This is an optimization exercise on Yosys and OpenROAD, whose aim is small area, a short achievable clock period and few clock cycles per item, not a production implementation.
No functional check of the RTL was part of any run shown here.
Power and IR drop assume default switching activity.

==> flow/design.v, too long to show whole: its modules and the start of the top module <==
// module Mult: 1430 lines
// module BoothEnc: 6 lines
// module BoothRowX: 10 lines
// module PrefixAdd: 324 lines
// module FA: 6 lines
// module HA: 6 lines
module Mult (MultStart, out_A, out_B, rst, clk, HI, LOW, EndMult);
  // ...
==> flow/flow/run.sh <==
#!/bin/bash
# The standard layout (the standard.sh: ORFS synthesis to finish), except that
# the port buffers are sky130_fd_sc_hd__buf_2 rather than the delay-cell buffer
# that buffer_ports picks by default. The make output goes to standard.log; ORFS
# keeps each step's own log under orfs/logs/.
set -uo pipefail
bash standard.sh "BUFFER_PORTS_ARGS=-buffer_cell sky130_fd_sc_hd__buf_2" finish > standard.log 2>&1
==> flow/standard.sh <==
#!/bin/bash
# synth_recipe.tcl (not shown) runs the flow's synth.tcl, then flattens the netlist and writes it again
# the make line also repeats each setting of config.mk as NAME=value (left out here)
make -C /OpenROAD-flow-scripts/flow DESIGN_CONFIG=/design/flow/config.mk WORK_HOME=/design/flow/orfs CLKGATE_MAP_FILE= SYNTH_SCRIPT=/design/flow/synth_recipe.tcl "${@:-finish}"
==> flow/config.mk <==
export PLATFORM = sky130hd
export DESIGN_NAME = Mult
export DESIGN_NICKNAME = Mult
export VERILOG_FILES = /design/flow/design.v
export SDC_FILE = /design/flow/constraint.sdc
export NUM_CORES = 4
export LEC_CHECK = 0
export CAP_MARGIN = 20
export CORE_MARGIN = 2
export CORE_UTILIZATION = 40
export SETUP_SLACK_MARGIN = 1.5
export SLEW_MARGIN = 20
export SYNTH_HIERARCHICAL = 1
export SYNTH_MINIMUM_KEEP_SIZE = 0
==> flow/constraint.sdc <==
create_clock -name core_clock -period 6.5 [get_ports {clk}]
set_input_delay 1.3000 -clock core_clock [delete_from_list [all_inputs] [get_ports {clk}]]
set_output_delay 1.3000 -clock core_clock [all_outputs]
set_load 0.01 [all_outputs]
==> flow_summary.toml, run 1 <==
[layout]
final_cell_area_um2 = 28500
top_regs = "RB x148, LB x8"
layout_common_cells = "xnor2_1 (522), a22oi_1 (480), fa_1 (440)"
seq_cells = 158
drive_gt1_share_pct = 15.8
clockNetworkAreaShare_pct = 2.19
sh_seq_area_pct = 11.1
seqCellArea_um2 = 3170
multi_input_area_share_pct = 77.2

[timing]
finalSetupViolCount = 0
slew_headroom_pct = 34.1
hold_slack_ps = 962

[worst_setup_path]
cp_slowest_cell = "fa_1"
worst_path_largest_cell_delay_ps = 570
critical_path.top_delay_family = "compound AO/OA/AOI/OAI gates"

[pwr]
p_sw_share_pct = 49.5
powerDensity_nw_per_um2 = 629
ir_drop_mv = 0.720
cellInternalPower_mw = 9.04
power_mw = 17.9

[job]
cap_viol_max_count = 0

[synth]
synth-xor-area-share_pct = 18.9
yosys-top-cells-count = "xnor2_1 (524), a22oi_1 (480), fa_1 (440)"
synth_top_family_by_area = "adder cells"
synth.cell_area_um2 = 26200
ys_seq_area_share_pct = 12.1

[floorplan]
io_pins = 132

[placed_design]
placed_cell_area_um2 = 27100
port_buffers = 131

[outcome]
status = "complete, no violations"

[clock_network]
cts_root_buf = "clkbuf_16"

[detailed_routing]
drc = 0
==> module PrefixAdd, before the edit <==
module PrefixAdd (g, p, ci, s);
	input wire [55:0] g;
	input wire [55:0] p;
	input wire ci;
	output wire [55:0] s;
	wire G1 = g[0] | (p[0] & ci);
	wire G2 = g[2] | (p[2] & g[1]);
	wire P2 = p[2] & p[1];
	wire G3 = g[4] | (p[4] & g[3]);
	wire P3 = p[4] & p[3];
	wire G4 = g[6] | (p[6] & g[5]);
	wire P4 = p[6] & p[5];
	wire G5 = g[8] | (p[8] & g[7]);
	wire P5 = p[8] & p[7];
	wire G6 = g[10] | (p[10] & g[9]);
	wire P6 = p[10] & p[9];
	wire G7 = g[12] | (p[12] & g[11]);
	wire P7 = p[12] & p[11];
	wire G8 = g[14] | (p[14] & g[13]);
	wire P8 = p[14] & p[13];
	wire G9 = g[16] | (p[16] & g[15]);
	wire P9 = p[16] & p[15];
	wire G10 = g[18] | (p[18] & g[17]);
	wire P10 = p[18] & p[17];
	wire G11 = g[20] | (p[20] & g[19]);
	wire P11 = p[20] & p[19];
	wire G12 = g[22] | (p[22] & g[21]);
	wire P12 = p[22] & p[21];
	wire G13 = g[24] | (p[24] & g[23]);
	wire P13 = p[24] & p[23];
	wire G14 = g[26] | (p[26] & g[25]);
	wire P14 = p[26] & p[25];
	wire G15 = g[28] | (p[28] & g[27]);
	wire P15 = p[28] & p[27];
	wire G16 = g[30] | (p[30] & g[29]);
	wire P16 = p[30] & p[29];
	wire G17 = g[32] | (p[32] & g[31]);
	wire P17 = p[32] & p[31];
	wire G18 = g[34] | (p[34] & g[33]);
	wire P18 = p[34] & p[33];
	wire G19 = g[36] | (p[36] & g[35]);
	wire P19 = p[36] & p[35];
	wire G20 = g[38] | (p[38] & g[37]);
	wire P20 = p[38] & p[37];
	wire G21 = g[40] | (p[40] & g[39]);
	wire P21 = p[40] & p[39];
	wire G22 = g[42] | (p[42] & g[41]);
	wire P22 = p[42] & p[41];
	wire G23 = g[44] | (p[44] & g[43]);
	wire P23 = p[44] & p[43];
	wire G24 = g[46] | (p[46] & g[45]);
	wire P24 = p[46] & p[45];
	wire G25 = g[48] | (p[48] & g[47]);
	wire P25 = p[48] & p[47];
	wire G26 = g[50] | (p[50] & g[49]);
	wire P26 = p[50] & p[49];
	wire G27 = g[52] | (p[52] & g[51]);
	wire P27 = p[52] & p[51];
	wire G28 = g[54] | (p[54] & g[53]);
	wire P28 = p[54] & p[53];
	wire G29 = g[1] | (p[1] & G1);
	wire G30 = G2 | (P2 & G1);
	wire G31 = g[5] | (p[5] & G3);
	wire P31 = p[5] & P3;
	wire G32 = G4 | (P4 & G3);
	wire P32 = P4 & P3;
	wire G33 = g[9] | (p[9] & G5);
	wire P33 = p[9] & P5;
	wire G34 = G6 | (P6 & G5);
	wire P34 = P6 & P5;
	wire G35 = g[13] | (p[13] & G7);
	wire P35 = p[13] & P7;
	wire G36 = G8 | (P8 & G7);
	wire P36 = P8 & P7;
	wire G37 = g[17] | (p[17] & G9);
	wire P37 = p[17] & P9;
	wire G38 = G10 | (P10 & G9);
	wire P38 = P10 & P9;
	wire G39 = g[21] | (p[21] & G11);
	wire P39 = p[21] & P11;
	wire G40 = G12 | (P12 & G11);
	wire P40 = P12 & P11;
	wire G41 = g[25] | (p[25] & G13);
	wire P41 = p[25] & P13;
	wire G42 = G14 | (P14 & G13);
	wire P42 = P14 & P13;
	wire G43 = g[29] | (p[29] & G15);
	wire P43 = p[29] & P15;
	wire G44 = G16 | (P16 & G15);
	wire P44 = P16 & P15;
	wire G45 = g[33] | (p[33] & G17);
	wire P45 = p[33] & P17;
	wire G46 = G18 | (P18 & G17);
	wire P46 = P18 & P17;
	wire G47 = g[37] | (p[37] & G19);
	wire P47 = p[37] & P19;
	wire G48 = G20 | (P20 & G19);
	wire P48 = P20 & P19;
	wire G49 = g[41] | (p[41] & G21);
	wire P49 = p[41] & P21;
	wire G50 = G22 | (P22 & G21);
	wire P50 = P22 & P21;
	wire G51 = g[45] | (p[45] & G23);
	wire P51 = p[45] & P23;
	wire G52 = G24 | (P24 & G23);
	wire P52 = P24 & P23;
	wire G53 = g[49] | (p[49] & G25);
	wire P53 = p[49] & P25;
	wire G54 = G26 | (P26 & G25);
	wire P54 = P26 & P25;
	wire G55 = g[53] | (p[53] & G27);
	wire P55 = p[53] & P27;
	wire G56 = G28 | (P28 & G27);
	wire P56 = P28 & P27;
	wire G57 = g[3] | (p[3] & G30);
	wire G58 = G3 | (P3 & G30);
	wire G59 = G31 | (P31 & G30);
	wire G60 = G32 | (P32 & G30);
	wire G61 = g[11] | (p[11] & G34);
	wire P61 = p[11] & P34;
	wire G62 = G7 | (P7 & G34);
	wire P62 = P7 & P34;
	wire G63 = G35 | (P35 & G34);
	wire P63 = P35 & P34;
	wire G64 = G36 | (P36 & G34);
	wire P64 = P36 & P34;
	wire G65 = g[19] | (p[19] & G38);
	wire P65 = p[19] & P38;
	wire G66 = G11 | (P11 & G38);
	wire P66 = P11 & P38;
	wire G67 = G39 | (P39 & G38);
	wire P67 = P39 & P38;
	wire G68 = G40 | (P40 & G38);
	wire P68 = P40 & P38;
	wire G69 = g[27] | (p[27] & G42);
	wire P69 = p[27] & P42;
	wire G70 = G15 | (P15 & G42);
	wire P70 = P15 & P42;
	wire G71 = G43 | (P43 & G42);
	wire P71 = P43 & P42;
	wire G72 = G44 | (P44 & G42);
	wire P72 = P44 & P42;
	wire G73 = g[35] | (p[35] & G46);
	wire P73 = p[35] & P46;
	wire G74 = G19 | (P19 & G46);
	wire P74 = P19 & P46;
	wire G75 = G47 | (P47 & G46);
	wire P75 = P47 & P46;
	wire G76 = G48 | (P48 & G46);
	wire P76 = P48 & P46;
	wire G77 = g[43] | (p[43] & G50);
	wire P77 = p[43] & P50;
	wire G78 = G23 | (P23 & G50);
	wire P78 = P23 & P50;
	wire G79 = G51 | (P51 & G50);
	wire P79 = P51 & P50;
	wire G80 = G52 | (P52 & G50);
	wire P80 = P52 & P50;
	wire G81 = g[51] | (p[51] & G54);
	wire P81 = p[51] & P54;
	wire G82 = G27 | (P27 & G54);
	wire P82 = P27 & P54;
	wire G83 = G55 | (P55 & G54);
	wire P83 = P55 & P54;
	wire G84 = G56 | (P56 & G54);
	wire P84 = P56 & P54;
	wire G85 = g[7] | (p[7] & G60);
	wire G86 = G5 | (P5 & G60);
	wire G87 = G33 | (P33 & G60);
	wire G88 = G34 | (P34 & G60);
	wire G89 = G61 | (P61 & G60);
	wire G90 = G62 | (P62 & G60);
	wire G91 = G63 | (P63 & G60);
	wire G92 = G64 | (P64 & G60);
	wire G93 = g[23] | (p[23] & G68);
	wire P93 = p[23] & P68;
	wire G94 = G13 | (P13 & G68);
	wire P94 = P13 & P68;
	wire G95 = G41 | (P41 & G68);
	wire P95 = P41 & P68;
	wire G96 = G42 | (P42 & G68);
	wire P96 = P42 & P68;
	wire G97 = G69 | (P69 & G68);
	wire P97 = P69 & P68;
	wire G98 = G70 | (P70 & G68);
	wire P98 = P70 & P68;
	wire G99 = G71 | (P71 & G68);
	wire P99 = P71 & P68;
	wire G100 = G72 | (P72 & G68);
	wire P100 = P72 & P68;
	wire G101 = g[39] | (p[39] & G76);
	wire P101 = p[39] & P76;
	wire G102 = G21 | (P21 & G76);
	wire P102 = P21 & P76;
	wire G103 = G49 | (P49 & G76);
	wire P103 = P49 & P76;
	wire G104 = G50 | (P50 & G76);
	wire P104 = P50 & P76;
	wire G105 = G77 | (P77 & G76);
	wire P105 = P77 & P76;
	wire G106 = G78 | (P78 & G76);
	wire P106 = P78 & P76;
	wire G107 = G79 | (P79 & G76);
	wire P107 = P79 & P76;
	wire G108 = G80 | (P80 & G76);
	wire P108 = P80 & P76;
	wire G109 = g[55] | (p[55] & G84);
	wire P109 = p[55] & P84;
	wire G110 = g[15] | (p[15] & G92);
	wire G111 = G9 | (P9 & G92);
	wire G112 = G37 | (P37 & G92);
	wire G113 = G38 | (P38 & G92);
	wire G114 = G65 | (P65 & G92);
	wire G115 = G66 | (P66 & G92);
	wire G116 = G67 | (P67 & G92);
	wire G117 = G68 | (P68 & G92);
	wire G118 = G93 | (P93 & G92);
	wire G119 = G94 | (P94 & G92);
	wire G120 = G95 | (P95 & G92);
	wire G121 = G96 | (P96 & G92);
	wire G122 = G97 | (P97 & G92);
	wire G123 = G98 | (P98 & G92);
	wire G124 = G99 | (P99 & G92);
	wire G125 = G100 | (P100 & G92);
	wire G126 = g[47] | (p[47] & G108);
	wire P126 = p[47] & P108;
	wire G127 = G25 | (P25 & G108);
	wire P127 = P25 & P108;
	wire G128 = G53 | (P53 & G108);
	wire P128 = P53 & P108;
	wire G129 = G54 | (P54 & G108);
	wire P129 = P54 & P108;
	wire G130 = G81 | (P81 & G108);
	wire P130 = P81 & P108;
	wire G131 = G82 | (P82 & G108);
	wire P131 = P82 & P108;
	wire G132 = G83 | (P83 & G108);
	wire P132 = P83 & P108;
	wire G133 = G84 | (P84 & G108);
	wire P133 = P84 & P108;
	wire G134 = G109 | (P109 & G108);
	wire P134 = P109 & P108;
	wire G135 = g[31] | (p[31] & G125);
	wire G136 = G17 | (P17 & G125);
	wire G137 = G45 | (P45 & G125);
	wire G138 = G46 | (P46 & G125);
	wire G139 = G73 | (P73 & G125);
	wire G140 = G74 | (P74 & G125);
	wire G141 = G75 | (P75 & G125);
	wire G142 = G76 | (P76 & G125);
	wire G143 = G101 | (P101 & G125);
	wire G144 = G102 | (P102 & G125);
	wire G145 = G103 | (P103 & G125);
	wire G146 = G104 | (P104 & G125);
	wire G147 = G105 | (P105 & G125);
	wire G148 = G106 | (P106 & G125);
	wire G149 = G107 | (P107 & G125);
	wire G150 = G108 | (P108 & G125);
	wire G151 = G126 | (P126 & G125);
	wire G152 = G127 | (P127 & G125);
	wire G153 = G128 | (P128 & G125);
	wire G154 = G129 | (P129 & G125);
	wire G155 = G130 | (P130 & G125);
	wire G156 = G131 | (P131 & G125);
	wire G157 = G132 | (P132 & G125);
	wire G158 = G133 | (P133 & G125);
	wire G159 = G134 | (P134 & G125);
	assign s[0] = p[0] ^ ci;
	assign s[1] = p[1] ^ G1;
	assign s[2] = p[2] ^ G29;
	assign s[3] = p[3] ^ G30;
	assign s[4] = p[4] ^ G57;
	assign s[5] = p[5] ^ G58;
	assign s[6] = p[6] ^ G59;
	assign s[7] = p[7] ^ G60;
	assign s[8] = p[8] ^ G85;
	assign s[9] = p[9] ^ G86;
	assign s[10] = p[10] ^ G87;
	assign s[11] = p[11] ^ G88;
	assign s[12] = p[12] ^ G89;
	assign s[13] = p[13] ^ G90;
	assign s[14] = p[14] ^ G91;
	assign s[15] = p[15] ^ G92;
	assign s[16] = p[16] ^ G110;
	assign s[17] = p[17] ^ G111;
	assign s[18] = p[18] ^ G112;
	assign s[19] = p[19] ^ G113;
	assign s[20] = p[20] ^ G114;
	assign s[21] = p[21] ^ G115;
	assign s[22] = p[22] ^ G116;
	assign s[23] = p[23] ^ G117;
	assign s[24] = p[24] ^ G118;
	assign s[25] = p[25] ^ G119;
	assign s[26] = p[26] ^ G120;
	assign s[27] = p[27] ^ G121;
	assign s[28] = p[28] ^ G122;
	assign s[29] = p[29] ^ G123;
	assign s[30] = p[30] ^ G124;
	assign s[31] = p[31] ^ G125;
	assign s[32] = p[32] ^ G135;
	assign s[33] = p[33] ^ G136;
	assign s[34] = p[34] ^ G137;
	assign s[35] = p[35] ^ G138;
	assign s[36] = p[36] ^ G139;
	assign s[37] = p[37] ^ G140;
	assign s[38] = p[38] ^ G141;
	assign s[39] = p[39] ^ G142;
	assign s[40] = p[40] ^ G143;
	assign s[41] = p[41] ^ G144;
	assign s[42] = p[42] ^ G145;
	assign s[43] = p[43] ^ G146;
	assign s[44] = p[44] ^ G147;
	assign s[45] = p[45] ^ G148;
	assign s[46] = p[46] ^ G149;
	assign s[47] = p[47] ^ G150;
	assign s[48] = p[48] ^ G151;
	assign s[49] = p[49] ^ G152;
	assign s[50] = p[50] ^ G153;
	assign s[51] = p[51] ^ G154;
	assign s[52] = p[52] ^ G155;
	assign s[53] = p[53] ^ G156;
	assign s[54] = p[54] ^ G157;
	assign s[55] = p[55] ^ G158;
endmodule
==> run 2: changes to the inputs <==
--- a/flow/design.v
+++ b/flow/design.v
@@ -1451,264 +1451,526 @@
 	output wire [55:0] s;
-	wire G1 = g[0] | (p[0] & ci);
-	wire G2 = g[2] | (p[2] & g[1]);
-	wire P2 = p[2] & p[1];
-	wire G3 = g[4] | (p[4] & g[3]);
-	wire P3 = p[4] & p[3];
-	wire G4 = g[6] | (p[6] & g[5]);
-	wire P4 = p[6] & p[5];
-	wire G5 = g[8] | (p[8] & g[7]);
-	wire P5 = p[8] & p[7];
-	wire G6 = g[10] | (p[10] & g[9]);
-	wire P6 = p[10] & p[9];
-	wire G7 = g[12] | (p[12] & g[11]);
-	wire P7 = p[12] & p[11];
-	wire G8 = g[14] | (p[14] & g[13]);
-	wire P8 = p[14] & p[13];
-	wire G9 = g[16] | (p[16] & g[15]);
-	wire P9 = p[16] & p[15];
-	wire G10 = g[18] | (p[18] & g[17]);
-	wire P10 = p[18] & p[17];
-	wire G11 = g[20] | (p[20] & g[19]);
-	wire P11 = p[20] & p[19];
-	wire G12 = g[22] | (p[22] & g[21]);
-	wire P12 = p[22] & p[21];
-	wire G13 = g[24] | (p[24] & g[23]);
-	wire P13 = p[24] & p[23];
-	wire G14 = g[26] | (p[26] & g[25]);
-	wire P14 = p[26] & p[25];
-	wire G15 = g[28] | (p[28] & g[27]);
-	wire P15 = p[28] & p[27];
-	wire G16 = g[30] | (p[30] & g[29]);
-	wire P16 = p[30] & p[29];
-	wire G17 = g[32] | (p[32] & g[31]);
-	wire P17 = p[32] & p[31];
-	wire G18 = g[34] | (p[34] & g[33]);
-	wire P18 = p[34] & p[33];
-	wire G19 = g[36] | (p[36] & g[35]);
-	wire P19 = p[36] & p[35];
-	wire G20 = g[38] | (p[38] & g[37]);
-	wire P20 = p[38] & p[37];
-	wire G21 = g[40] | (p[40] & g[39]);
-	wire P21 = p[40] & p[39];
-	wire G22 = g[42] | (p[42] & g[41]);
-	wire P22 = p[42] & p[41];
-	wire G23 = g[44] | (p[44] & g[43]);
-	wire P23 = p[44] & p[43];
-	wire G24 = g[46] | (p[46] & g[45]);
-	wire P24 = p[46] & p[45];
-	wire G25 = g[48] | (p[48] & g[47]);
-	wire P25 = p[48] & p[47];
-	wire G26 = g[50] | (p[50] & g[49]);
-	wire P26 = p[50] & p[49];
-	wire G27 = g[52] | (p[52] & g[51]);
-	wire P27 = p[52] & p[51];
-	wire G28 = g[54] | (p[54] & g[53]);
-	wire P28 = p[54] & p[53];
-	wire G29 = g[1] | (p[1] & G1);
-	wire G30 = G2 | (P2 & G1);
-	wire G31 = g[5] | (p[5] & G3);
-	wire P31 = p[5] & P3;
-	wire G32 = G4 | (P4 & G3);
-	wire P32 = P4 & P3;
-	wire G33 = g[9] | (p[9] & G5);
-	wire P33 = p[9] & P5;
-	wire G34 = G6 | (P6 & G5);
-	wire P34 = P6 & P5;
-	wire G35 = g[13] | (p[13] & G7);
-	wire P35 = p[13] & P7;
-	wire G36 = G8 | (P8 & G7);
-	wire P36 = P8 & P7;
-	wire G37 = g[17] | (p[17] & G9);
-	wire P37 = p[17] & P9;
-	wire G38 = G10 | (P10 & G9);
-	wire P38 = P10 & P9;
-	wire G39 = g[21] | (p[21] & G11);
-	wire P39 = p[21] & P11;
-	wire G40 = G12 | (P12 & G11);
-	wire P40 = P12 & P11;
-	wire G41 = g[25] | (p[25] & G13);
-	wire P41 = p[25] & P13;
-	wire G42 = G14 | (P14 & G13);
-	wire P42 = P14 & P13;
-	wire G43 = g[29] | (p[29] & G15);
-	wire P43 = p[29] & P15;
-	wire G44 = G16 | (P16 & G15);
-	wire P44 = P16 & P15;
-	wire G45 = g[33] | (p[33] & G17);
-	wire P45 = p[33] & P17;
-	wire G46 = G18 | (P18 & G17);
-	wire P46 = P18 & P17;
-	wire G47 = g[37] | (p[37] & G19);
-	wire P47 = p[37] & P19;
-	wire G48 = G20 | (P20 & G19);
-	wire P48 = P20 & P19;
-	wire G49 = g[41] | (p[41] & G21);
-	wire P49 = p[41] & P21;
-	wire G50 = G22 | (P22 & G21);
-	wire P50 = P22 & P21;
-	wire G51 = g[45] | (p[45] & G23);
-	wire P51 = p[45] & P23;
-	wire G52 = G24 | (P24 & G23);
-	wire P52 = P24 & P23;
-	wire G53 = g[49] | (p[49] & G25);
-	wire P53 = p[49] & P25;
-	wire G54 = G26 | (P26 & G25);
-	wire P54 = P26 & P25;
-	wire G55 = g[53] | (p[53] & G27);
-	wire P55 = p[53] & P27;
-	wire G56 = G28 | (P28 & G27);
-	wire P56 = P28 & P27;
-	wire G57 = g[3] | (p[3] & G30);
-	wire G58 = G3 | (P3 & G30);
-	wire G59 = G31 | (P31 & G30);
-	wire G60 = G32 | (P32 & G30);
-	wire G61 = g[11] | (p[11] & G34);
-	wire P61 = p[11] & P34;
-	wire G62 = G7 | (P7 & G34);
-	wire P62 = P7 & P34;
-	wire G63 = G35 | (P35 & G34);
-	wire P63 = P35 & P34;
-	wire G64 = G36 | (P36 & G34);
-	wire P64 = P36 & P34;
-	wire G65 = g[19] | (p[19] & G38);
-	wire P65 = p[19] & P38;
-	wire G66 = G11 | (P11 & G38);
-	wire P66 = P11 & P38;
-	wire G67 = G39 | (P39 & G38);
-	wire P67 = P39 & P38;
-	wire G68 = G40 | (P40 & G38);
-	wire P68 = P40 & P38;
-	wire G69 = g[27] | (p[27] & G42);
-	wire P69 = p[27] & P42;
-	wire G70 = G15 | (P15 & G42);
-	wire P70 = P15 & P42;
-	wire G71 = G43 | (P43 & G42);
-	wire P71 = P43 & P42;
-	wire G72 = G44 | (P44 & G42);
-	wire P72 = P44 & P42;
-	wire G73 = g[35] | (p[35] & G46);
-	wire P73 = p[35] & P46;
-	wire G74 = G19 | (P19 & G46);
-	wire P74 = P19 & P46;
-	wire G75 = G47 | (P47 & G46);
-	wire P75 = P47 & P46;
-	wire G76 = G48 | (P48 & G46);
-	wire P76 = P48 & P46;
-	wire G77 = g[43] | (p[43] & G50);
-	wire P77 = p[43] & P50;
-	wire G78 = G23 | (P23 & G50);
-	wire P78 = P23 & P50;
-	wire G79 = G51 | (P51 & G50);
-	wire P79 = P51 & P50;
-	wire G80 = G52 | (P52 & G50);
-	wire P80 = P52 & P50;
-	wire G81 = g[51] | (p[51] & G54);
-	wire P81 = p[51] & P54;
-	wire G82 = G27 | (P27 & G54);
-	wire P82 = P27 & P54;
-	wire G83 = G55 | (P55 & G54);
-	wire P83 = P55 & P54;
-	wire G84 = G56 | (P56 & G54);
-	wire P84 = P56 & P54;
-	wire G85 = g[7] | (p[7] & G60);
-	wire G86 = G5 | (P5 & G60);
-	wire G87 = G33 | (P33 & G60);
-	wire G88 = G34 | (P34 & G60);
-	wire G89 = G61 | (P61 & G60);
-	wire G90 = G62 | (P62 & G60);
-	wire G91 = G63 | (P63 & G60);
-	wire G92 = G64 | (P64 & G60);
-	wire G93 = g[23] | (p[23] & G68);
-	wire P93 = p[23] & P68;
-	wire G94 = G13 | (P13 & G68);
-	wire P94 = P13 & P68;
-	wire G95 = G41 | (P41 & G68);
-	wire P95 = P41 & P68;
-	wire G96 = G42 | (P42 & G68);
-	wire P96 = P42 & P68;
-	wire G97 = G69 | (P69 & G68);
-	wire P97 = P69 & P68;
-	wire G98 = G70 | (P70 & G68);
-	wire P98 = P70 & P68;
-	wire G99 = G71 | (P71 & G68);
-	wire P99 = P71 & P68;
-	wire G100 = G72 | (P72 & G68);
-	wire P100 = P72 & P68;
-	wire G101 = g[39] | (p[39] & G76);
-	wire P101 = p[39] & P76;
-	wire G102 = G21 | (P21 & G76);
-	wire P102 = P21 & P76;
-	wire G103 = G49 | (P49 & G76);
-	wire P103 = P49 & P76;
-	wire G104 = G50 | (P50 & G76);
-	wire P104 = P50 & P76;
-	wire G105 = G77 | (P77 & G76);
-	wire P105 = P77 & P76;
-	wire G106 = G78 | (P78 & G76);
-	wire P106 = P78 & P76;
-	wire G107 = G79 | (P79 & G76);
-	wire P107 = P79 & P76;
-	wire G108 = G80 | (P80 & G76);
-	wire P108 = P80 & P76;
-	wire G109 = g[55] | (p[55] & G84);
-	wire P109 = p[55] & P84;
-	wire G110 = g[15] | (p[15] & G92);
-	wire G111 = G9 | (P9 & G92);
-	wire G112 = G37 | (P37 & G92);
-	wire G113 = G38 | (P38 & G92);
-	wire G114 = G65 | (P65 & G92);
-	wire G115 = G66 | (P66 & G92);
-	wire G116 = G67 | (P67 & G92);
-	wire G117 = G68 | (P68 & G92);
-	wire G118 = G93 | (P93 & G92);
-	wire G119 = G94 | (P94 & G92);
-	wire G120 = G95 | (P95 & G92);
-	wire G121 = G96 | (P96 & G92);
-	wire G122 = G97 | (P97 & G92);
-	wire G123 = G98 | (P98 & G92);
-	wire G124 = G99 | (P99 & G92);
-	wire G125 = G100 | (P100 & G92);
-	wire G126 = g[47] | (p[47] & G108);
-	wire P126 = p[47] & P108;
-	wire G127 = G25 | (P25 & G108);
-	wire P127 = P25 & P108;
-	wire G128 = G53 | (P53 & G108);
-	wire P128 = P53 & P108;
-	wire G129 = G54 | (P54 & G108);
-	wire P129 = P54 & P108;
-	wire G130 = G81 | (P81 & G108);
-	wire P130 = P81 & P108;
-	wire G131 = G82 | (P82 & G108);
-	wire P131 = P82 & P108;
-	wire G132 = G83 | (P83 & G108);
-	wire P132 = P83 & P108;
-	wire G133 = G84 | (P84 & G108);
-	wire P133 = P84 & P108;
-	wire G134 = G109 | (P109 & G108);
-	wire P134 = P109 & P108;
-	wire G135 = g[31] | (p[31] & G125);
-	wire G136 = G17 | (P17 & G125);
-	wire G137 = G45 | (P45 & G125);
-	wire G138 = G46 | (P46 & G125);
-	wire G139 = G73 | (P73 & G125);
-	wire G140 = G74 | (P74 & G125);
-	wire G141 = G75 | (P75 & G125);
-	wire G142 = G76 | (P76 & G125);
-	wire G143 = G101 | (P101 & G125);
-	wire G144 = G102 | (P102 & G125);
-	wire G145 = G103 | (P103 & G125);
-	wire G146 = G104 | (P104 & G125);
-	wire G147 = G105 | (P105 & G125);
-	wire G148 = G106 | (P106 & G125);
-	wire G149 = G107 | (P107 & G125);
-	wire G150 = G108 | (P108 & G125);
-	wire G151 = G126 | (P126 & G125);
-	wire G152 = G127 | (P127 & G125);
-	wire G153 = G128 | (P128 & G125);
-	wire G154 = G129 | (P129 & G125);
-	wire G155 = G130 | (P130 & G125);
-	wire G156 = G131 | (P131 & G125);
-	wire G157 = G132 | (P132 & G125);
-	wire G158 = G133 | (P133 & G125);
-	wire G159 = G134 | (P134 & G125);
+	wire G1;
+	AO21 g1 (.a(g[0]), .b(p[0]), .c(ci), .y(G1));
+	wire G2;
+	AO21 g2 (.a(g[2]), .b(p[2]), .c(g[1]), .y(G2));
+	wire P2;
+	AND2 p2 (.a(p[2]), .b(p[1]), .y(P2));
+	wire G3;
+	AO21 g3 (.a(g[4]), .b(p[4]), .c(g[3]), .y(G3));
+	wire P3;
+	AND2 p3 (.a(p[4]), .b(p[3]), .y(P3));
+	wire G4;
+	AO21 g4 (.a(g[6]), .b(p[6]), .c(g[5]), .y(G4));
+	wire P4;
+	AND2 p4 (.a(p[6]), .b(p[5]), .y(P4));
+	wire G5;
+	AO21 g5 (.a(g[8]), .b(p[8]), .c(g[7]), .y(G5));
+	wire P5;
+	AND2 p5 (.a(p[8]), .b(p[7]), .y(P5));
+	wire G6;
+	AO21 g6 (.a(g[10]), .b(p[10]), .c(g[9]), .y(G6));
+	wire P6;
+	AND2 p6 (.a(p[10]), .b(p[9]), .y(P6));
+	wire G7;
+	AO21 g7 (.a(g[12]), .b(p[12]), .c(g[11]), .y(G7));
+	wire P7;
+	AND2 p7 (.a(p[12]), .b(p[11]), .y(P7));
+	wire G8;
+	AO21 g8 (.a(g[14]), .b(p[14]), .c(g[13]), .y(G8));
+	wire P8;
+	AND2 p8 (.a(p[14]), .b(p[13]), .y(P8));
+	wire G9;
+	AO21 g9 (.a(g[16]), .b(p[16]), .c(g[15]), .y(G9));
+	wire P9;
+	AND2 p9 (.a(p[16]), .b(p[15]), .y(P9));
+	wire G10;
+	AO21 g10 (.a(g[18]), .b(p[18]), .c(g[17]), .y(G10));
+	wire P10;
+	AND2 p10 (.a(p[18]), .b(p[17]), .y(P10));
+	wire G11;
+	AO21 g11 (.a(g[20]), .b(p[20]), .c(g[19]), .y(G11));
+	wire P11;
+	AND2 p11 (.a(p[20]), .b(p[19]), .y(P11));
+	wire G12;
+	AO21 g12 (.a(g[22]), .b(p[22]), .c(g[21]), .y(G12));
+	wire P12;
+	AND2 p12 (.a(p[22]), .b(p[21]), .y(P12));
+	wire G13;
+	AO21 g13 (.a(g[24]), .b(p[24]), .c(g[23]), .y(G13));
+	wire P13;
+	AND2 p13 (.a(p[24]), .b(p[23]), .y(P13));
+	wire G14;
+	AO21 g14 (.a(g[26]), .b(p[26]), .c(g[25]), .y(G14));
+	wire P14;
+	AND2 p14 (.a(p[26]), .b(p[25]), .y(P14));
+	wire G15;
+	AO21 g15 (.a(g[28]), .b(p[28]), .c(g[27]), .y(G15));
+	wire P15;
+	AND2 p15 (.a(p[28]), .b(p[27]), .y(P15));
+	wire G16;
+	AO21 g16 (.a(g[30]), .b(p[30]), .c(g[29]), .y(G16));
+	wire P16;
+	AND2 p16 (.a(p[30]), .b(p[29]), .y(P16));
+	wire G17;
+	AO21 g17 (.a(g[32]), .b(p[32]), .c(g[31]), .y(G17));
+	wire P17;
+	AND2 p17 (.a(p[32]), .b(p[31]), .y(P17));
+	wire G18;
+	AO21 g18 (.a(g[34]), .b(p[34]), .c(g[33]), .y(G18));
+	wire P18;
+	AND2 p18 (.a(p[34]), .b(p[33]), .y(P18));
+	wire G19;
+	AO21 g19 (.a(g[36]), .b(p[36]), .c(g[35]), .y(G19));
+	wire P19;
+	AND2 p19 (.a(p[36]), .b(p[35]), .y(P19));
+	wire G20;
+	AO21 g20 (.a(g[38]), .b(p[38]), .c(g[37]), .y(G20));
+	wire P20;
+	AND2 p20 (.a(p[38]), .b(p[37]), .y(P20));
+	wire G21;
+	AO21 g21 (.a(g[40]), .b(p[40]), .c(g[39]), .y(G21));
+	wire P21;
+	AND2 p21 (.a(p[40]), .b(p[39]), .y(P21));
+	wire G22;
+	AO21 g22 (.a(g[42]), .b(p[42]), .c(g[41]), .y(G22));
+	wire P22;
+	AND2 p22 (.a(p[42]), .b(p[41]), .y(P22));
+	wire G23;
+	AO21 g23 (.a(g[44]), .b(p[44]), .c(g[43]), .y(G23));
+	wire P23;
+	AND2 p23 (.a(p[44]), .b(p[43]), .y(P23));
+	wire G24;
+	AO21 g24 (.a(g[46]), .b(p[46]), .c(g[45]), .y(G24));
+	wire P24;
+	AND2 p24 (.a(p[46]), .b(p[45]), .y(P24));
+	wire G25;
+	AO21 g25 (.a(g[48]), .b(p[48]), .c(g[47]), .y(G25));
+	wire P25;
+	AND2 p25 (.a(p[48]), .b(p[47]), .y(P25));
+	wire G26;
+	AO21 g26 (.a(g[50]), .b(p[50]), .c(g[49]), .y(G26));
+	wire P26;
+	AND2 p26 (.a(p[50]), .b(p[49]), .y(P26));
+	wire G27;
+	AO21 g27 (.a(g[52]), .b(p[52]), .c(g[51]), .y(G27));
+	wire P27;
+	AND2 p27 (.a(p[52]), .b(p[51]), .y(P27));
+	wire G28;
+	AO21 g28 (.a(g[54]), .b(p[54]), .c(g[53]), .y(G28));
+	wire P28;
+	AND2 p28 (.a(p[54]), .b(p[53]), .y(P28));
+	wire G29;
+	AO21 g29 (.a(g[1]), .b(p[1]), .c(G1), .y(G29));
+	wire G30;
+	AO21 g30 (.a(G2), .b(P2), .c(G1), .y(G30));
+	wire G31;
+	AO21 g31 (.a(g[5]), .b(p[5]), .c(G3), .y(G31));
+	wire P31;
+	AND2 p31 (.a(p[5]), .b(P3), .y(P31));
+	wire G32;
+	AO21 g32 (.a(G4), .b(P4), .c(G3), .y(G32));
+	wire P32;
+	AND2 p32 (.a(P4), .b(P3), .y(P32));
+	wire G33;
+	AO21 g33 (.a(g[9]), .b(p[9]), .c(G5), .y(G33));
+	wire P33;
+	AND2 p33 (.a(p[9]), .b(P5), .y(P33));
+	wire G34;
+	AO21 g34 (.a(G6), .b(P6), .c(G5), .y(G34));
+	wire P34;
+	AND2 p34 (.a(P6), .b(P5), .y(P34));
+	wire G35;
+	AO21 g35 (.a(g[13]), .b(p[13]), .c(G7), .y(G35));
+	wire P35;
+	AND2 p35 (.a(p[13]), .b(P7), .y(P35));
+	wire G36;
+	AO21 g36 (.a(G8), .b(P8), .c(G7), .y(G36));
+	wire P36;
+	AND2 p36 (.a(P8), .b(P7), .y(P36));
+	wire G37;
+	AO21 g37 (.a(g[17]), .b(p[17]), .c(G9), .y(G37));
+	wire P37;
+	AND2 p37 (.a(p[17]), .b(P9), .y(P37));
+	wire G38;
+	AO21 g38 (.a(G10), .b(P10), .c(G9), .y(G38));
+	wire P38;
+	AND2 p38 (.a(P10), .b(P9), .y(P38));
+	wire G39;
+	AO21 g39 (.a(g[21]), .b(p[21]), .c(G11), .y(G39));
+	wire P39;
+	AND2 p39 (.a(p[21]), .b(P11), .y(P39));
+	wire G40;
+	AO21 g40 (.a(G12), .b(P12), .c(G11), .y(G40));
+	wire P40;
+	AND2 p40 (.a(P12), .b(P11), .y(P40));
+	wire G41;
+	AO21 g41 (.a(g[25]), .b(p[25]), .c(G13), .y(G41));
+	wire P41;
+	AND2 p41 (.a(p[25]), .b(P13), .y(P41));
+	wire G42;
+	AO21 g42 (.a(G14), .b(P14), .c(G13), .y(G42));
+	wire P42;
+	AND2 p42 (.a(P14), .b(P13), .y(P42));
+	wire G43;
+	AO21 g43 (.a(g[29]), .b(p[29]), .c(G15), .y(G43));
+	wire P43;
+	AND2 p43 (.a(p[29]), .b(P15), .y(P43));
+	wire G44;
+	AO21 g44 (.a(G16), .b(P16), .c(G15), .y(G44));
+	wire P44;
+	AND2 p44 (.a(P16), .b(P15), .y(P44));
+	wire G45;
+	AO21 g45 (.a(g[33]), .b(p[33]), .c(G17), .y(G45));
+	wire P45;
+	AND2 p45 (.a(p[33]), .b(P17), .y(P45));
+	wire G46;
+	AO21 g46 (.a(G18), .b(P18), .c(G17), .y(G46));
+	wire P46;
+	AND2 p46 (.a(P18), .b(P17), .y(P46));
+	wire G47;
+	AO21 g47 (.a(g[37]), .b(p[37]), .c(G19), .y(G47));
+	wire P47;
+	AND2 p47 (.a(p[37]), .b(P19), .y(P47));
+	wire G48;
+	AO21 g48 (.a(G20), .b(P20), .c(G19), .y(G48));
+	wire P48;
+	AND2 p48 (.a(P20), .b(P19), .y(P48));
+	wire G49;
+	AO21 g49 (.a(g[41]), .b(p[41]), .c(G21), .y(G49));
+	wire P49;
+	AND2 p49 (.a(p[41]), .b(P21), .y(P49));
+	wire G50;
+	AO21 g50 (.a(G22), .b(P22), .c(G21), .y(G50));
+	wire P50;
+	AND2 p50 (.a(P22), .b(P21), .y(P50));
+	wire G51;
+	AO21 g51 (.a(g[45]), .b(p[45]), .c(G23), .y(G51));
+	wire P51;
+	AND2 p51 (.a(p[45]), .b(P23), .y(P51));
+	wire G52;
+	AO21 g52 (.a(G24), .b(P24), .c(G23), .y(G52));
+	wire P52;
+	AND2 p52 (.a(P24), .b(P23), .y(P52));
+	wire G53;
+	AO21 g53 (.a(g[49]), .b(p[49]), .c(G25), .y(G53));
+	wire P53;
+	AND2 p53 (.a(p[49]), .b(P25), .y(P53));
+	wire G54;
+	AO21 g54 (.a(G26), .b(P26), .c(G25), .y(G54));
+	wire P54;
+	AND2 p54 (.a(P26), .b(P25), .y(P54));
+	wire G55;
+	AO21 g55 (.a(g[53]), .b(p[53]), .c(G27), .y(G55));
+	wire P55;
+	AND2 p55 (.a(p[53]), .b(P27), .y(P55));
+	wire G56;
+	AO21 g56 (.a(G28), .b(P28), .c(G27), .y(G56));
+	wire P56;
+	AND2 p56 (.a(P28), .b(P27), .y(P56));
+	wire G57;
+	AO21 g57 (.a(g[3]), .b(p[3]), .c(G30), .y(G57));
+	wire G58;
+	AO21 g58 (.a(G3), .b(P3), .c(G30), .y(G58));
+	wire G59;
+	AO21 g59 (.a(G31), .b(P31), .c(G30), .y(G59));
+	wire G60;
+	AO21 g60 (.a(G32), .b(P32), .c(G30), .y(G60));
+	wire G61;
+	AO21 g61 (.a(g[11]), .b(p[11]), .c(G34), .y(G61));
+	wire P61;
+	AND2 p61 (.a(p[11]), .b(P34), .y(P61));
+	wire G62;
+	AO21 g62 (.a(G7), .b(P7), .c(G34), .y(G62));
+	wire P62;
+	AND2 p62 (.a(P7), .b(P34), .y(P62));
+	wire G63;
+	AO21 g63 (.a(G35), .b(P35), .c(G34), .y(G63));
+	wire P63;
+	AND2 p63 (.a(P35), .b(P34), .y(P63));
+	wire G64;
+	AO21 g64 (.a(G36), .b(P36), .c(G34), .y(G64));
+	wire P64;
+	AND2 p64 (.a(P36), .b(P34), .y(P64));
+	wire G65;
+	AO21 g65 (.a(g[19]), .b(p[19]), .c(G38), .y(G65));
+	wire P65;
+	AND2 p65 (.a(p[19]), .b(P38), .y(P65));
+	wire G66;
+	AO21 g66 (.a(G11), .b(P11), .c(G38), .y(G66));
+	wire P66;
+	AND2 p66 (.a(P11), .b(P38), .y(P66));
+	wire G67;
+	AO21 g67 (.a(G39), .b(P39), .c(G38), .y(G67));
+	wire P67;
+	AND2 p67 (.a(P39), .b(P38), .y(P67));
+	wire G68;
+	AO21 g68 (.a(G40), .b(P40), .c(G38), .y(G68));
+	wire P68;
+	AND2 p68 (.a(P40), .b(P38), .y(P68));
+	wire G69;
+	AO21 g69 (.a(g[27]), .b(p[27]), .c(G42), .y(G69));
+	wire P69;
+	AND2 p69 (.a(p[27]), .b(P42), .y(P69));
+	wire G70;
+	AO21 g70 (.a(G15), .b(P15), .c(G42), .y(G70));
+	wire P70;
+	AND2 p70 (.a(P15), .b(P42), .y(P70));
+	wire G71;
+	AO21 g71 (.a(G43), .b(P43), .c(G42), .y(G71));
+	wire P71;
+	AND2 p71 (.a(P43), .b(P42), .y(P71));
+	wire G72;
+	AO21 g72 (.a(G44), .b(P44), .c(G42), .y(G72));
+	wire P72;
+	AND2 p72 (.a(P44), .b(P42), .y(P72));
+	wire G73;
+	AO21 g73 (.a(g[35]), .b(p[35]), .c(G46), .y(G73));
+	wire P73;
+	AND2 p73 (.a(p[35]), .b(P46), .y(P73));
+	wire G74;
+	AO21 g74 (.a(G19), .b(P19), .c(G46), .y(G74));
+	wire P74;
+	AND2 p74 (.a(P19), .b(P46), .y(P74));
+	wire G75;
+	AO21 g75 (.a(G47), .b(P47), .c(G46), .y(G75));
+	wire P75;
+	AND2 p75 (.a(P47), .b(P46), .y(P75));
+	wire G76;
+	AO21 g76 (.a(G48), .b(P48), .c(G46), .y(G76));
+	wire P76;
+	AND2 p76 (.a(P48), .b(P46), .y(P76));
+	wire G77;
+	AO21 g77 (.a(g[43]), .b(p[43]), .c(G50), .y(G77));
+	wire P77;
+	AND2 p77 (.a(p[43]), .b(P50), .y(P77));
+	wire G78;
+	AO21 g78 (.a(G23), .b(P23), .c(G50), .y(G78));
+	wire P78;
+	AND2 p78 (.a(P23), .b(P50), .y(P78));
+	wire G79;
+	AO21 g79 (.a(G51), .b(P51), .c(G50), .y(G79));
+	wire P79;
+	AND2 p79 (.a(P51), .b(P50), .y(P79));
+	wire G80;
+	AO21 g80 (.a(G52), .b(P52), .c(G50), .y(G80));
+	wire P80;
+	AND2 p80 (.a(P52), .b(P50), .y(P80));
+	wire G81;
+	AO21 g81 (.a(g[51]), .b(p[51]), .c(G54), .y(G81));
+	wire P81;
+	AND2 p81 (.a(p[51]), .b(P54), .y(P81));
+	wire G82;
+	AO21 g82 (.a(G27), .b(P27), .c(G54), .y(G82));
+	wire P82;
+	AND2 p82 (.a(P27), .b(P54), .y(P82));
+	wire G83;
+	AO21 g83 (.a(G55), .b(P55), .c(G54), .y(G83));
+	wire P83;
+	AND2 p83 (.a(P55), .b(P54), .y(P83));
+	wire G84;
+	AO21 g84 (.a(G56), .b(P56), .c(G54), .y(G84));
+	wire P84;
+	AND2 p84 (.a(P56), .b(P54), .y(P84));
+	wire G85;
+	AO21 g85 (.a(g[7]), .b(p[7]), .c(G60), .y(G85));
+	wire G86;
+	AO21 g86 (.a(G5), .b(P5), .c(G60), .y(G86));
+	wire G87;
+	AO21 g87 (.a(G33), .b(P33), .c(G60), .y(G87));
+	wire G88;
+	AO21 g88 (.a(G34), .b(P34), .c(G60), .y(G88));
+	wire G89;
+	AO21 g89 (.a(G61), .b(P61), .c(G60), .y(G89));
+	wire G90;
+	AO21 g90 (.a(G62), .b(P62), .c(G60), .y(G90));
+	wire G91;
+	AO21 g91 (.a(G63), .b(P63), .c(G60), .y(G91));
+	wire G92;
+	AO21 g92 (.a(G64), .b(P64), .c(G60), .y(G92));
+	wire G93;
+	AO21 g93 (.a(g[23]), .b(p[23]), .c(G68), .y(G93));
+	wire P93;
+	AND2 p93 (.a(p[23]), .b(P68), .y(P93));
+	wire G94;
+	AO21 g94 (.a(G13), .b(P13), .c(G68), .y(G94));
+	wire P94;
+	AND2 p94 (.a(P13), .b(P68), .y(P94));
+	wire G95;
+	AO21 g95 (.a(G41), .b(P41), .c(G68), .y(G95));
+	wire P95;
+	AND2 p95 (.a(P41), .b(P68), .y(P95));
+	wire G96;
+	AO21 g96 (.a(G42), .b(P42), .c(G68), .y(G96));
+	wire P96;
+	AND2 p96 (.a(P42), .b(P68), .y(P96));
+	wire G97;
+	AO21 g97 (.a(G69), .b(P69), .c(G68), .y(G97));
+	wire P97;
+	AND2 p97 (.a(P69), .b(P68), .y(P97));
+	wire G98;
+	AO21 g98 (.a(G70), .b(P70), .c(G68), .y(G98));
+	wire P98;
+	AND2 p98 (.a(P70), .b(P68), .y(P98));
+	wire G99;
+	AO21 g99 (.a(G71), .b(P71), .c(G68), .y(G99));
+	wire P99;
+	AND2 p99 (.a(P71), .b(P68), .y(P99));
+	wire G100;
+	AO21 g100 (.a(G72), .b(P72), .c(G68), .y(G100));
+	wire P100;
+	AND2 p100 (.a(P72), .b(P68), .y(P100));
+	wire G101;
+	AO21 g101 (.a(g[39]), .b(p[39]), .c(G76), .y(G101));
+	wire P101;
+	AND2 p101 (.a(p[39]), .b(P76), .y(P101));
+	wire G102;
+	AO21 g102 (.a(G21), .b(P21), .c(G76), .y(G102));
+	wire P102;
+	AND2 p102 (.a(P21), .b(P76), .y(P102));
+	wire G103;
+	AO21 g103 (.a(G49), .b(P49), .c(G76), .y(G103));
+	wire P103;
+	AND2 p103 (.a(P49), .b(P76), .y(P103));
+	wire G104;
+	AO21 g104 (.a(G50), .b(P50), .c(G76), .y(G104));
+	wire P104;
+	AND2 p104 (.a(P50), .b(P76), .y(P104));
+	wire G105;
+	AO21 g105 (.a(G77), .b(P77), .c(G76), .y(G105));
+	wire P105;
+	AND2 p105 (.a(P77), .b(P76), .y(P105));
+	wire G106;
+	AO21 g106 (.a(G78), .b(P78), .c(G76), .y(G106));
+	wire P106;
+	AND2 p106 (.a(P78), .b(P76), .y(P106));
+	wire G107;
+	AO21 g107 (.a(G79), .b(P79), .c(G76), .y(G107));
+	wire P107;
+	AND2 p107 (.a(P79), .b(P76), .y(P107));
+	wire G108;
+	AO21 g108 (.a(G80), .b(P80), .c(G76), .y(G108));
+	wire P108;
+	AND2 p108 (.a(P80), .b(P76), .y(P108));
+	wire G109;
+	AO21 g109 (.a(g[55]), .b(p[55]), .c(G84), .y(G109));
+	wire P109;
+	AND2 p109 (.a(p[55]), .b(P84), .y(P109));
+	wire G110;
+	AO21 g110 (.a(g[15]), .b(p[15]), .c(G92), .y(G110));
+	wire G111;
+	AO21 g111 (.a(G9), .b(P9), .c(G92), .y(G111));
+	wire G112;
+	AO21 g112 (.a(G37), .b(P37), .c(G92), .y(G112));
+	wire G113;
+	AO21 g113 (.a(G38), .b(P38), .c(G92), .y(G113));
+	wire G114;
+	AO21 g114 (.a(G65), .b(P65), .c(G92), .y(G114));
+	wire G115;
+	AO21 g115 (.a(G66), .b(P66), .c(G92), .y(G115));
+	wire G116;
+	AO21 g116 (.a(G67), .b(P67), .c(G92), .y(G116));
+	wire G117;
+	AO21 g117 (.a(G68), .b(P68), .c(G92), .y(G117));
+	wire G118;
+	AO21 g118 (.a(G93), .b(P93), .c(G92), .y(G118));
+	wire G119;
+	AO21 g119 (.a(G94), .b(P94), .c(G92), .y(G119));
+	wire G120;
+	AO21 g120 (.a(G95), .b(P95), .c(G92), .y(G120));
+	wire G121;
+	AO21 g121 (.a(G96), .b(P96), .c(G92), .y(G121));
+	wire G122;
+	AO21 g122 (.a(G97), .b(P97), .c(G92), .y(G122));
+	wire G123;
+	AO21 g123 (.a(G98), .b(P98), .c(G92), .y(G123));
+	wire G124;
+	AO21 g124 (.a(G99), .b(P99), .c(G92), .y(G124));
+	wire G125;
+	AO21 g125 (.a(G100), .b(P100), .c(G92), .y(G125));
+	wire G126;
+	AO21 g126 (.a(g[47]), .b(p[47]), .c(G108), .y(G126));
+	wire P126;
+	AND2 p126 (.a(p[47]), .b(P108), .y(P126));
+	wire G127;
+	AO21 g127 (.a(G25), .b(P25), .c(G108), .y(G127));
+	wire P127;
+	AND2 p127 (.a(P25), .b(P108), .y(P127));
+	wire G128;
+	AO21 g128 (.a(G53), .b(P53), .c(G108), .y(G128));
+	wire P128;
+	AND2 p128 (.a(P53), .b(P108), .y(P128));
+	wire G129;
+	AO21 g129 (.a(G54), .b(P54), .c(G108), .y(G129));
+	wire P129;
+	AND2 p129 (.a(P54), .b(P108), .y(P129));
+	wire G130;
+	AO21 g130 (.a(G81), .b(P81), .c(G108), .y(G130));
+	wire P130;
+	AND2 p130 (.a(P81), .b(P108), .y(P130));
+	wire G131;
+	AO21 g131 (.a(G82), .b(P82), .c(G108), .y(G131));
+	wire P131;
+	AND2 p131 (.a(P82), .b(P108), .y(P131));
+	wire G132;
+	AO21 g132 (.a(G83), .b(P83), .c(G108), .y(G132));
+	wire P132;
+	AND2 p132 (.a(P83), .b(P108), .y(P132));
+	wire G133;
+	AO21 g133 (.a(G84), .b(P84), .c(G108), .y(G133));
+	wire P133;
+	AND2 p133 (.a(P84), .b(P108), .y(P133));
+	wire G134;
+	AO21 g134 (.a(G109), .b(P109), .c(G108), .y(G134));
+	wire P134;
+	AND2 p134 (.a(P109), .b(P108), .y(P134));
+	wire G135;
+	AO21 g135 (.a(g[31]), .b(p[31]), .c(G125), .y(G135));
+	wire G136;
+	AO21 g136 (.a(G17), .b(P17), .c(G125), .y(G136));
+	wire G137;
+	AO21 g137 (.a(G45), .b(P45), .c(G125), .y(G137));
+	wire G138;
+	AO21 g138 (.a(G46), .b(P46), .c(G125), .y(G138));
+	wire G139;
+	AO21 g139 (.a(G73), .b(P73), .c(G125), .y(G139));
+	wire G140;
+	AO21 g140 (.a(G74), .b(P74), .c(G125), .y(G140));
+	wire G141;
+	AO21 g141 (.a(G75), .b(P75), .c(G125), .y(G141));
+	wire G142;
+	AO21 g142 (.a(G76), .b(P76), .c(G125), .y(G142));
+	wire G143;
+	AO21 g143 (.a(G101), .b(P101), .c(G125), .y(G143));
+	wire G144;
+	AO21 g144 (.a(G102), .b(P102), .c(G125), .y(G144));
+	wire G145;
+	AO21 g145 (.a(G103), .b(P103), .c(G125), .y(G145));
+	wire G146;
+	AO21 g146 (.a(G104), .b(P104), .c(G125), .y(G146));
+	wire G147;
+	AO21 g147 (.a(G105), .b(P105), .c(G125), .y(G147));
+	wire G148;
+	AO21 g148 (.a(G106), .b(P106), .c(G125), .y(G148));
+	wire G149;
+	AO21 g149 (.a(G107), .b(P107), .c(G125), .y(G149));
+	wire G150;
+	AO21 g150 (.a(G108), .b(P108), .c(G125), .y(G150));
+	wire G151;
+	AO21 g151 (.a(G126), .b(P126), .c(G125), .y(G151));
+	wire G152;
+	AO21 g152 (.a(G127), .b(P127), .c(G125), .y(G152));
+	wire G153;
+	AO21 g153 (.a(G128), .b(P128), .c(G125), .y(G153));
+	wire G154;
+	AO21 g154 (.a(G129), .b(P129), .c(G125), .y(G154));
+	wire G155;
+	AO21 g155 (.a(G130), .b(P130), .c(G125), .y(G155));
+	wire G156;
+	AO21 g156 (.a(G131), .b(P131), .c(G125), .y(G156));
+	wire G157;
+	AO21 g157 (.a(G132), .b(P132), .c(G125), .y(G157));
+	wire G158;
+	AO21 g158 (.a(G133), .b(P133), .c(G125), .y(G158));
+	wire G159;
+	AO21 g159 (.a(G134), .b(P134), .c(G125), .y(G159));
 	assign s[0] = p[0] ^ ci;
@@ -1770,2 +2032,12 @@
 endmodule
+module AO21 (a, b, c, y);
+	input wire a, b, c;
+	output wire y;
+	assign y = a | (b & c);
+endmodule
+module AND2 (a, b, y);
+	input wire a, b;
+	output wire y;
+	assign y = a & b;
+endmodule
 module FA (a, b, c, s, co);
--- a/flow/config.mk
+++ b/flow/config.mk
@@ -14 +14,2 @@
 export SYNTH_MINIMUM_KEEP_SIZE = 0
+export TNS_END_PERCENT = 20
==> run 2 against run 1 <==
Compared with the run above: via count down 0.66%; critical path type unchanged; hold slack worse by 15 ps; fmax up 8.6%; routed wire length down 2.3%; area after synthesis up 2.3%; first-iteration DRC count down 11%; non-clock buffer count down 35; synthesized cell count up 2.3%; critical path depth down 2; total power down 1.9%; largest power group unchanged; sequential cell count unchanged.
==> flow_summary.toml, run 2 <==
[worst_setup_path]
critPathArrivalTime_ps = 3540
end_kind = "primary output"
worstSetupStartpointType = "flop"
required_ps = 5200
crit_fanout = 9
critPathKind = "flop to primary output"

[clock_network]
cts_root_buf = "clkbuf_16"
cts_setup_buffers = 0
cts_tree = "yes"
cts_buffer_depth = 2
cts.htree.levels = 4
numCtsBuffers = 17
hold_buffers = 0
clkTransAtPathRegs_ps = 70
cts.sinks = 158

[synth]
synth.cell_area_um2 = 26800
yosysWarnings = 7
yosys-top-cells-area = "fa_1 (33%), xnor2_1 (16%), a22oi_1 (13%), dfxtp_1 (12%), ha_1 (6.3%)"
yosysTopAreaCellShare_pct = 32.8
muxShareOfSynthArea_pct = 0
synthFlopType = "dfxtp_1"
synth-xor-area-share_pct = 19.1
synth_seq_cells = 158
yosys.area_share.simple_pct = 4.04
synthArstFlopShare_pct = 0
yosys-top-cells-count = "xnor2_1 (496), a22oi_1 (480), fa_1 (440)"
synthDistinctLibCells = 22
yosysMostFrequentCell = "xnor2_1"
yosysTopAreaCell = "fa_1"
ys_seq_area_share_pct = 11.8
synthAdderAreaFrac_pct = 39.2
netlist_instances = 2397
synth-edff-count = 0
synth-compound-area-share_pct = 19.6
avgSynthCellArea_um2 = 11.2
synth_top_family_by_area = "adder cells"

[layout]
fin_nets = 3106
regMostFlops = "RB"
fin_util_pct = 42.8
multi_input_area_um2 = 22200
largest_register_ffs = 148
layout_common_cells = "xnor2_1 (496), a22oi_1 (480), fa_1 (439)"
final_common_cell = "xnor2_1"
syn_to_final_growth_pct = 5.58
fillerInstances = 6354
top_regs = "RB x148, LB x8"
seqCellArea_um2 = 3160
drive_gt1_share_pct = 11.1
final_cell_area_um2 = 28300

[grt]
grt_max_degree = 36
grt_use_met2_pct = 40.0
use_met1_pct = 31.4
antenna_found_initial = 2
grt_pass1_wl_mm = 128
grt_pass1_vias = 21169
busiest_layer = "met2"
grt-ovfl-total = 0
grtUsageTotal_pct = 24.3
grt_util_met3_pct = 4.83

[timing]
finalSetupViolCount = 0
hold_slack_ps = 947
tns_ps = 0
layout_worst_path_cycle_share_pct = 74.4
final_hold_viol_count = 0
worst_pin_slew_ps = 919
fmax_ghz = 0.207
report.final.slew_viol_count = 0
slew_headroom_pct = 38.7
rsz0062_at_grt = "no"
fin_crit_ps = 4840

[placed_design]
place_congestion = 0.921
port_buffers = 131
dp_hpwl_mm = 65.1
placed_cell_area_um2 = 27700

[floorplan]
io_pins = 132
die_y_um = 263
core-area_um2 = 66100
start_util_pct = 40.6
rows = 94
die_w_um = 263
dieArea_um2 = 69100

[detailed_routing]
vias = 19668
wire_per_inst_um = 24.8
wirelength_mm = 82.7
viasPerCell = 5.89
drc = 0
drt_iter0_markers = 1619
drtPass1Iterations = 6
ant_nets = 0

[pwr]
ir_drop_mv = 0.875
power_mw = 17.6
powerDensity_nw_per_um2 = 621
p_leak_nw = 10.9

[min_path]
min_path_cells = 2
hp-class = "input pin to flop"

[job]
cap_viol_max_count = 0

[outcome]
status = "complete, no violations"
==> run 2: changes by cell type in the layout (fill, tap and decap cells not counted), sizes merged, moves of 15 or more <==
cell / delta
o21ai: -15
a21o: +143
inv: -19
and2: +98
nand2: -20
xnor2: -28
buf: -35
xor2: +47
a21oi: -32
nor2: -35
==> run 2: worst max-delay path: stages, from the launching register on <==
cell     delay, ps
dfxtp_1        340
fa_2           610
ha_4           220
and2_1         150
a21o_2         280
a21o_4         280
a21o_4         290
a21o_4         300
a21o_1         190
xor2_1         170
buf_2          160
==> run 2: kinds of logic (layout without fill, tap and decap cells) <==
family	count (synthesis)	in the layout
compound gates	699	701
xor+xnor	584	584
fa+ha+maj	576	576
buf+inv	195	253
simple gates	183	183
flops	158	158
other cells	2	19
==> run 2: what timing repair did <==
item | in CTS | in global routing
gates resized for setup | 9 | 6
cloned | 2 | 0
pin swaps | 1 | 1
setup endpoints to repair | 40 | 25
==> run 2: area by class of cell <==
class / count / area share [%]
sequential: 158 / 11.2
clock inverter: 7 / 0.243
multi-input combinational: 2061 / 78.5
timing repair buffer: 206 / 4.39
inverter: 19 / 0.252
tap: 864 / 3.82
clock buffer: 21 / 1.59
antenna: 2 / 0.0177
==> run 2: path summary, 6_finish.rpt <==
| check | start | slack (ps) | to |
|---|---|---|---|
| setup / recovery | RB[7] | 1660 | HI[16] |
| hold / removal | rst | 950 | EndMult |
==> run 2: routing by layer <==
metal	vias to the layer above	share of wire, %
met5	-	0
met3	179	7.2
met4	0	3.9
met2	912	47
met1	10028	42
li1	8549	-
==> run 2: through the flow <==
| step | instances | setup slack, ps |
|---|---|---|
| 2_1_floorplan | 2412 | 1740 |
| 3_3_place_gp | 3306 | 1340 |
| 3_5_place_dp | 3306 | 1240 |
| 4_1_cts | 3336 | 1490 |
| 5_1_grt | 3338 | 1500 |
| 6_report | 3338 | 1660 |
==> run 2: power breakdown <==
part,switching [mW],internal [mW]
clock network,0.423,0.523
logic,8.12,6.63
registers,0.241,1.65
total,8.79,8.80
==> run 2: modules after synthesis, one instance, submodules excluded <==
| module | area, um^2 | copies in the design | cells inside | flops+latches |
|---|---|---|---|---|
| Mult | 4000 | 1 | 235 | 158 |
| BoothEnc | 31.3 | 16 | 4 | 0 |
| AND2 | 6.26 | 101 | 1 | 0 |
| PrefixAdd | 490 | 1 | 56 | 0 |
| AO21 | 7.51 | 156 | 1 | 0 |
| HA | 12.5 | 81 | 1 | 0 |
| FA | 20.0 | 440 | 1 | 0 |
| BoothRowX | 638 | 16 | 79 | 0 |
==> run 3: changes to the inputs <==
--- a/flow/config.mk
+++ b/flow/config.mk
@@ -10,3 +10,3 @@
 export CORE_UTILIZATION = 40
-export SETUP_SLACK_MARGIN = 1.5
+export SETUP_SLACK_MARGIN = 1.9
 export SLEW_MARGIN = 20
==> run 3 against run 2 <==
Compared with the run above: still clean on timing, DRC and antenna; total power increased by 4.4%; cell area increased by 2.8%; critical path depth unchanged; sequential power about the same; combinational power increased by 4%; routed wire length increased by 2.7%; die area unchanged; count of clock-buffer cells in the layout increased by 2; non-clock buffer count increased by 33; via count increased by 1.9%; sequential share of layout area decreased by 0.29 points; worst setup slack improved by 110 ps; critical path type unchanged.
==> flow_summary.toml, run 3 <==
[outcome]
status = "complete, no violations"

[timing]
final_hold_viol_count = 0
report.final.slew_viol_count = 0
worst_pin_slew_ps = 809
finalSetupViolCount = 0
fin_crit_ps = 4730
tns_ps = 0
hold_slack_ps = 931
layout_worst_path_cycle_share_pct = 72.8
fmax_ghz = 0.211
layout_setup_ws_ps = 1770
slew_headroom_pct = 46.1
rsz0062_at_grt = "yes"

[grt]
grt_max_degree = 37
grtUsageTotal_pct = 24.9
grt-ovfl-total = 0
antenna_found_initial = 1
grt_pass1_wl_mm = 131
grt_pass1_vias = 21478

[placed_design]
place_congestion = 0.901
dp_hpwl_mm = 66.3
port_buffers = 131
dp_slack_ps = 1060

[layout]
syn_to_final_growth_pct = 8.55
largest_register_ffs = 148
top_regs = "RB x148, LB x8"
fin_nets = 3139
final_common_cell = "xnor2_1"
drive_gt1_share_pct = 13.2
layout_common_cells = "xnor2_1 (496), a22oi_1 (480), fa_1 (436)"
regMostFlops = "RB"

[clock_network]
cts_buffer_depth = 2
cts_tree = "yes"
clkTransAtPathRegs_ps = 70
cts.htree.levels = 4
cts.sinks = 158
cts_root_buf = "clkbuf_16"
numCtsBuffers = 17

[worst_setup_path]
worst_path_largest_cell_delay_ps = 610
worstSetupStartpointType = "flop"
critPathKind = "flop to primary output"
cp_slowest_cell = "fa_2"
end_kind = "primary output"
critPathArrivalTime_ps = 3430
cp_common_cell = "a21o_4"
crit_chain = "fa_2 -> ha_4 -> a21o_1 -> a21o_4 -> a21o_4 -> a21o_4 -> buf_4 -> a21o_1 -> xor2_1 -> buf_2"
required_ps = 5200
crit_fanout = 16

[detailed_routing]
drt_iter0_markers = 1829
ant_nets = 0
top_layer = "met4"
wire_per_inst_um = 25.2
met3_length_mm = 6.11
viasPerCell = 5.94
drtPass1Iterations = 6
met2_length_mm = 40.3
wl_met1_mm = 34.3
vias = 20035
drc = 0
wirelength_mm = 84.9

[synth]
avgSynthCellArea_um2 = 11.2
yosysMostFrequentCell = "xnor2_1"
yosysWarnings = 7
yosysTopAreaCellShare_pct = 32.8
ys_seq_area_share_pct = 11.8
yosys-top-cells-count = "xnor2_1 (496), a22oi_1 (480), fa_1 (440)"
synthDistinctLibCells = 22
synth_seq_cells = 158
synthArstFlopShare_pct = 0
synth-edff-count = 0
netlist_instances = 2397
synthFlopType = "dfxtp_1"
yosys-top-cells-area = "fa_1 (33%), xnor2_1 (16%), a22oi_1 (13%), dfxtp_1 (12%), ha_1 (6.3%)"
yosysTopAreaCell = "fa_1"
synth.cell_area_um2 = 26800

[floorplan]
rows = 94
start_util_pct = 40.6
dieArea_um2 = 69100
io_pins = 132
die_y_um = 263
die_w_um = 263
core-area_um2 = 66100

[min_path]
min_path_cells = 2
hp-class = "input pin to flop"

[pwr]
powerDensity_nw_per_um2 = 630
power_mw = 18.4
p_leak_nw = 11.1
ir_drop_mv = 0.813

[job]
cap_viol_max_count = 0
## run 3: cell counts after synthesis
No cell type changed its count.
## run 3: power breakdown
| group | switching [mW] | internal, mW | total [mW] |
|---|---|---|---|
| Sequential | 0.255 | 1.65 | 1.91 |
| Clock | 0.456 | 0.563 | 1.02 |
| Combinational | 8.35 | 7.08 | 15.4 |
## run 3: worst paths after layout
kind / from / slack [ps] / end
max: RB[8] / 1770 / HI[4]
min: rst / 930 / EndMult
## run 3: through the flow
step	cells	area, um^2	utilization (%)
floorplan	2412	26900	-
global route	3373	29100	44.0
CTS	3344	28500	43.1
finish	3373	29100	44.0
detailed placement	3308	27700	42.0
global placement	3308	27700	42.0
## run 3: layout make-up
type	count	area (um^2)
timing repair buffer	239	1660
multi-input combinational	2061	22600
clock buffer	23	488
fill	6324	37000
tap	864	1080
clock inverter	8	82.6
antenna	1	2.50
sequential	158	3170
inverter	19	71.3
## run 3: kinds of logic after synthesis
logic type | count (synthesis) | share of synthesized area [%]
AOI/OAI and AO/OA | 699 | 19.6
xor gates and xnor gates | 584 | 19.1
adders and majority gates | 576 | 39.2
buffers and inverters | 195 | 6.24
DFF | 158 | 11.8
other | 2 | 0.0280
and+or+nand+nor | 183 | 4.04
## run 3: Yosys stat by module (local to each module, per instance)
module,area (um^2),flops+latches,cells inside
BoothRowX,638,0,79
HA,12.5,0,1
Mult,4000,158,235
PrefixAdd,490,0,56
BoothEnc,31.3,0,4
AND2,6.26,0,1
FA,20.0,0,1
AO21,7.51,0,1
## run 3: per-layer routing
layer	GRT usage, %	up-vias
met3	4.75	222
li1	-	8625
met1	32.0	10278
met2	40.4	910
met5	0	-
met4	12.2	0
## run 3: worst max-delay path: cells and delay by family, from the launching register on
| family | cells | cell delay [ps] |
|---|---|---|
| xor gates and xnor gates | 1 | 240 |
| AOI/OAI and AO/OA | 5 | 1090 |
| DFF | 1 | 320 |
| buffers and inverters | 2 | 430 |
| adders and majority gates | 2 | 830 |
## run 3: repair_timing
item	4_1_cts	5_1_grt
pin swaps	18	19
endpoints found under the setup margin	77	99
buffers inserted	3	28
resized for setup	24	66
gates cloned	2	0
endpoints found under the hold margin	0	0
hold buffers	0	0

-- static timing again, ports no longer ideal --
How much do the figures lean on ideal ports? The routed layouts below were timed once more, with nothing changed but the port constraints. Step 1, drivers: a clkbuf_16 drives clk and a buf_2 each remaining input, both assumed. Step 2 also shifts input and output timing later by t, the mid clock arrival at the registers, as if the neighbouring blocks saw the same clock. Three values: no drivers, after step 1, after step 2; two values: the first two.
| run | t (ns) | setup slack, ns | worst data-port slew with drivers (ns) | cell pins on the clock port's net |
|---|---|---|---|---|
| run 1 | 0.557 | 1.247 / 1.187 / 1.087 | 0.09 | 1 |
| run 2 | 0.554 | 1.661 / 1.602 / 1.168 | 0.13 | 1 |
| run 3 | 0.564 | 1.771 / 1.710 / 1.446 | 0.07 | 1 |
After both steps setup and hold are still met in every run listed. For run 2, which loses most, drivers alone change the setup slack by -0.059 ns; drivers and shift together by -0.493 ns.
